Background: an optimization exercise with open tools, aiming at small area, a short achievable clock period and few clock cycles per item. Do not read the settings as production practice. In this exercise RTL edits were held to simulation tests only and were not proved equivalent to the original. Power and IR drop assume default switching activity.

## Life_Main
module Life_Main (Clk, Reset, RD, WR, Addr, DataIn, DataOut);
Size in the first run: about 16,000 cells after synthesis, about 1,000 flip-flops, about 83 I/O pins, about 120,000 µm² of cells after synthesis.
export LEC_CHECK = 0
export CAP_MARGIN = 20
export CORE_MARGIN = 2
export CORE_UTILIZATION = 40
export SETUP_SLACK_MARGIN = 2.4
export SLEW_MARGIN = 20
export SYNTH_HIERARCHICAL = 1
create_clock -name core_clock -period 5.0 [get_ports {Clk}]
run.sh (not shown) runs the stock make flow with config.mk's settings and CLKGATE_MAP_FILE= SYNTH_SCRIPT=/design/flow/synth_recipe.tcl, a recipe that flattens the netlist after the stock synthesis.
The baseline produced a clean layout.
Testbench counts at the start, summed over its fixed seeds: cycles 17,057, items 128.
Change:
--- a/flow/config.mk
+++ b/flow/config.mk
@@ -11 +11 @@
-export SETUP_SLACK_MARGIN = 2.4
+export SETUP_SLACK_MARGIN = 2.0
Cell count decreases by 0.44%; hold slack improves by 23 ps; critical path depth increases by 9; power decreases by 2.8%; global-route usage decreases by 0.54 points; count of clock-buffer cells in the layout is unchanged; worst setup slack degrades by 330 ps; non-clock buffer count decreases by 88; clock power barely changes; flip-flop and latch count is unchanged; register-to-register slack degrades by 300 ps.


== run A ==
The RTL this note starts from:
==> flow/design.v <==
module Life_FA (a, b, c, s, co);
  input  a, b, c;
  output s, co;
  assign s  = a ^ b ^ c;
  assign co = (a & b) | (a & c) | (b & c);
endmodule
module Life_HA (a, b, s, co);
  input  a, b;
  output s, co;
  assign s  = a ^ b;
  assign co = a & b;
endmodule
module Life_Pair (a0, b0, a1, b1, sa, sb, kb);
  input  a0, b0, a1, b1;
  output sa, sb, kb;
  wire   ka;
  Life_HA h (.a(a0), .b(a1), .s(sa), .co(ka));
  Life_FA f (.a(b0), .b(b1), .c(ka), .s(sb), .co(kb));
endmodule
module Life_c_a21o (A1, A2, B1, X);
  input  A1, A2, B1;
  output X;
  assign X = (A1&A2) | (B1);
endmodule
module Life_c_a31oi (A1, A2, A3, B1, Y);
  input  A1, A2, A3, B1;
  output Y;
  assign Y = (~A1&~B1) | (~A2&~B1) | (~A3&~B1);
endmodule
module Life_c_nand2 (A, B, Y);
  input  A, B;
  output Y;
  assign Y = (~A) | (~B);
endmodule
module Life_c_nor2 (A, B, Y);
  input  A, B;
  output Y;
  assign Y = (~A&~B);
endmodule
module Life_c_o21ai (A1, A2, B1, Y);
  input  A1, A2, B1;
  output Y;
  assign Y = (~A1&~A2) | (~B1);
endmodule
module Life_c_o22ai (A1, A2, B1, B2, Y);
  input  A1, A2, B1, B2;
  output Y;
  assign Y = (~B1&~B2) | (~A1&~A2);
endmodule
module Life_c_o311ai (A1, A2, A3, B1, C1, Y);
  input  A1, A2, A3, B1, C1;
  output Y;
  assign Y = (~A1&~A2&~A3) | (~B1) | (~C1);
endmodule
module Life_Next (sa, sb, kb, ao, bo, c, sin, ld, st, hd, d);
  input  sa, sb, kb, ao, bo, c, sin, ld, st, hd;
  output d;
  wire   _00_, _01_, _02_, _03_, _04_, _05_, _06_, _07_, _08_, _09_, _10_;
  Life_c_a21o g11 (.A1(sb), .A2(bo), .B1(kb), .X(_00_));
  Life_c_nor2 g12 (.A(sa), .B(ao), .Y(_01_));
  Life_c_o22ai g13 (.A1(sa), .A2(ao), .B1(sb), .B2(bo), .Y(_02_));
  Life_c_nor2 g14 (.A(_02_), .B(_00_), .Y(_03_));
  Life_c_a31oi g15 (.A1(c), .A2(_00_), .A3(_01_), .B1(_03_), .Y(_04_));
  Life_c_nand2 g16 (.A(sa), .B(ao), .Y(_05_));
  Life_c_nor2 g17 (.A(c), .B(_05_), .Y(_06_));
  Life_c_o21ai g18 (.A1(sb), .A2(bo), .B1(kb), .Y(_07_));
  Life_c_nand2 g19 (.A(_07_), .B(st), .Y(_08_));
  Life_c_nand2 g20 (.A(ld), .B(sin), .Y(_09_));
  Life_c_nand2 g21 (.A(c), .B(hd), .Y(_10_));
  Life_c_o311ai g22 (.A1(_06_), .A2(_08_), .A3(_04_), .B1(_09_), .C1(_10_), .Y(d));
endmodule
module Life_c_nand3 (A, B, C, Y);
  input  A, B, C;
  output Y;
  assign Y = (~A) | (~B) | (~C);
endmodule
module Life_NextE (sa, sb, kb, c, sin, ld, st, hd, d);
  input  sa, sb, kb, c, sin, ld, st, hd;
  output d;
  wire   _00_, _01_, _02_, _03_, _04_, _05_, _06_;
  Life_c_nor2 g07 (.A(sa), .B(sb), .Y(_00_));
  Life_c_nand3 g08 (.A(_00_), .B(kb), .C(c), .Y(_01_));
  Life_c_nand2 g09 (.A(sa), .B(sb), .Y(_02_));
  Life_c_o21ai g10 (.A1(kb), .A2(_02_), .B1(_01_), .Y(_03_));
  Life_c_nand2 g11 (.A(_03_), .B(st), .Y(_04_));
  Life_c_nand2 g12 (.A(hd), .B(c), .Y(_05_));
  Life_c_nand2 g13 (.A(ld), .B(sin), .Y(_06_));
  Life_c_nand3 g14 (.A(_04_), .B(_05_), .C(_06_), .Y(d));
endmodule
module Life_Main (Clk, Reset, RD, WR, Addr, DataIn, DataOut);
  input         Clk, Reset, RD, WR;
  input  [14:0] Addr;
  input  [31:0] DataIn;
  output [31:0] DataOut;
  reg  [6:0]  count;           
  wire        run   = |count;
  wire        shift = (RD | WR) & ~Addr[0];
  wire        go    = WR & Addr[0] & (|DataIn[6:0]);
  wire        ld = ~Reset & shift;
  wire        st = ~Reset & ~shift & (run | go);
  wire        hd = ~Reset & ~shift & ~(run | go);
  wire [63:0] row  [0:15];     
  wire [63:0] sin  [0:15];     
  genvar r, x;
  generate
    for (r = 0; r < 16; r = r + 1) begin : R
      reg  [63:0] q;
      wire [63:0] d;
      wire [63:0] a, b;        
      for (x = 0; x < 64; x = x + 1) begin : C
        if (r == 0) begin : T
          Life_HA v (.a(q[x]), .b(row[1][x]), .s(a[x]), .co(b[x]));
        end else if (r == 15) begin : B
          Life_HA v (.a(row[14][x]), .b(q[x]), .s(a[x]), .co(b[x]));
        end else begin : M
          Life_FA v (.a(row[r-1][x]), .b(q[x]), .c(row[r+1][x]), .s(a[x]), .co(b[x]));
        end
      end
      for (x = 0; x < 64; x = x + 2) begin : P
        wire sa, sb, kb;
        Life_Pair p (.a0(a[x]), .b0(b[x]), .a1(a[x+1]), .b1(b[x+1]), .sa(sa), .sb(sb), .kb(kb));
        if (x == 0) begin : E0
          Life_NextE n0 (.sa(sa), .sb(sb), .kb(kb), .c(q[x]),
                         .sin(sin[r][x]), .ld(ld), .st(st), .hd(hd), .d(d[x]));
        end else begin : N0
          Life_Next n0 (.sa(sa), .sb(sb), .kb(kb), .ao(a[x-1]), .bo(b[x-1]), .c(q[x]),
                        .sin(sin[r][x]), .ld(ld), .st(st), .hd(hd), .d(d[x]));
        end
        if (x == 62) begin : E1
          Life_NextE n1 (.sa(sa), .sb(sb), .kb(kb), .c(q[x+1]),
                         .sin(sin[r][x+1]), .ld(ld), .st(st), .hd(hd), .d(d[x+1]));
        end else begin : N1
          Life_Next n1 (.sa(sa), .sb(sb), .kb(kb), .ao(a[x+2]), .bo(b[x+2]), .c(q[x+1]),
                        .sin(sin[r][x+1]), .ld(ld), .st(st), .hd(hd), .d(d[x+1]));
        end
      end
      assign row[r] = q;
      always @(posedge Clk) q <= d;
    end
    for (r = 0; r < 15; r = r + 1) begin : S
      assign sin[r] = row[r + 1];
    end
  endgenerate
  assign sin[15] = {row[0][31:0], WR ? DataIn : 32'd0};
  always @(posedge Clk) begin
    if (Reset)
      count <= 7'd0;
    else if (WR & Addr[0])
      count <= go ? DataIn[6:0] - 7'd1 : 7'd0;
    else if (run)
      count <= count - 7'd1;
  end
  assign DataOut = Addr[0] ? {25'd0, count} : row[0][63:32];
endmodule
Settings: LEC_CHECK=0, CAP_MARGIN=20, CORE_MARGIN=2, CORE_UTILIZATION=70, SETUP_SLACK_MARGIN=2.4, SLEW_MARGIN=20, SYNTH_HIERARCHICAL=1; clock period 5.0 ns.
The final layout from run A, which completed every stage, passed the timing, design-rule and antenna checks at the end of the flow.
Testbench counts of run A, summed over its fixed seeds: cycles 17,057, items 128.
Edits applied to the flow inputs when going from run A to run B:
diff --git a/flow/config.mk b/flow/config.mk
--- a/flow/config.mk
+++ b/flow/config.mk
@@ -10 +10 @@
-export CORE_UTILIZATION = 70
+export CORE_UTILIZATION = 60
==> comparison <==
Looking at the reports, run B completed the entire flow and the layout it produced met the timing, design-rule and antenna checks. Run B against run A: share of cell area taken by flip-flops and latches shows no meaningful change; part of the total power dissipated in sequential elements shows a reduction of 0.4 points; synthesis-to-layout area growth shows an increase of 0.50 points.
Changes in run C relative to run B:
diff --git a/flow/config.mk b/flow/config.mk
--- a/flow/config.mk
+++ b/flow/config.mk
@@ -10 +10 @@
-export CORE_UTILIZATION = 60
+export CORE_UTILIZATION = 40
Changes observed in run C relative to run B: portion of the clock cycle consumed by the worst path in the final layout +1.8 points; number of cells after detailed placement +6.8%; data arrival time at the worst-slack endpoint -1.58 ns.
Non-clock buffer count sits higher in run C than in run B.
Run C does worse than run B on setup slack.
[run C] global-route usage fell 13 points relative to run B
Of run B and run C, the higher sequential power belongs to run C.
Run C has completed all stages; timing, DRC and antenna checks passed.

==> port drivers added, routing unchanged <==
The results above use ideal ports. As a check the final layouts listed here were re-extracted and re-timed, cells and wires unchanged. Step 1, drivers: a clkbuf_16 drives Clk and a buf_2 each remaining input, both assumed. Step 2 adds t to the input delays and takes it off the output delays; t is the mean of the earliest and latest rising clock arrival at the registers after step 1. Input paths then give back, and output paths get back, about the clock's delay inside the block. Three values: ideal ports, drivers, drivers and shift; two values: the first two.
run	t (ns)	setup WS [ns]	latest minus earliest clock arrival (ns)
the first run of note 1	0.903	2.379 / 2.176 / 1.521	0.063 / 0.063
the second run of note 1	0.903	2.053 / 2.037 / 1.225	0.063 / 0.063
run A	0.907	2.377 / 2.212 / 1.580	0.027 / 0.027
run B	0.897	2.399 / 2.262 / 1.633	0.027 / 0.028
run C	0.927	2.310 / 2.066 / 1.523	0.051 / 0.051
After both steps every run listed still meets setup and hold. For the first run of note 1, which loses most, drivers alone change the setup slack by -0.203 ns; drivers and shift together by -0.858 ns.
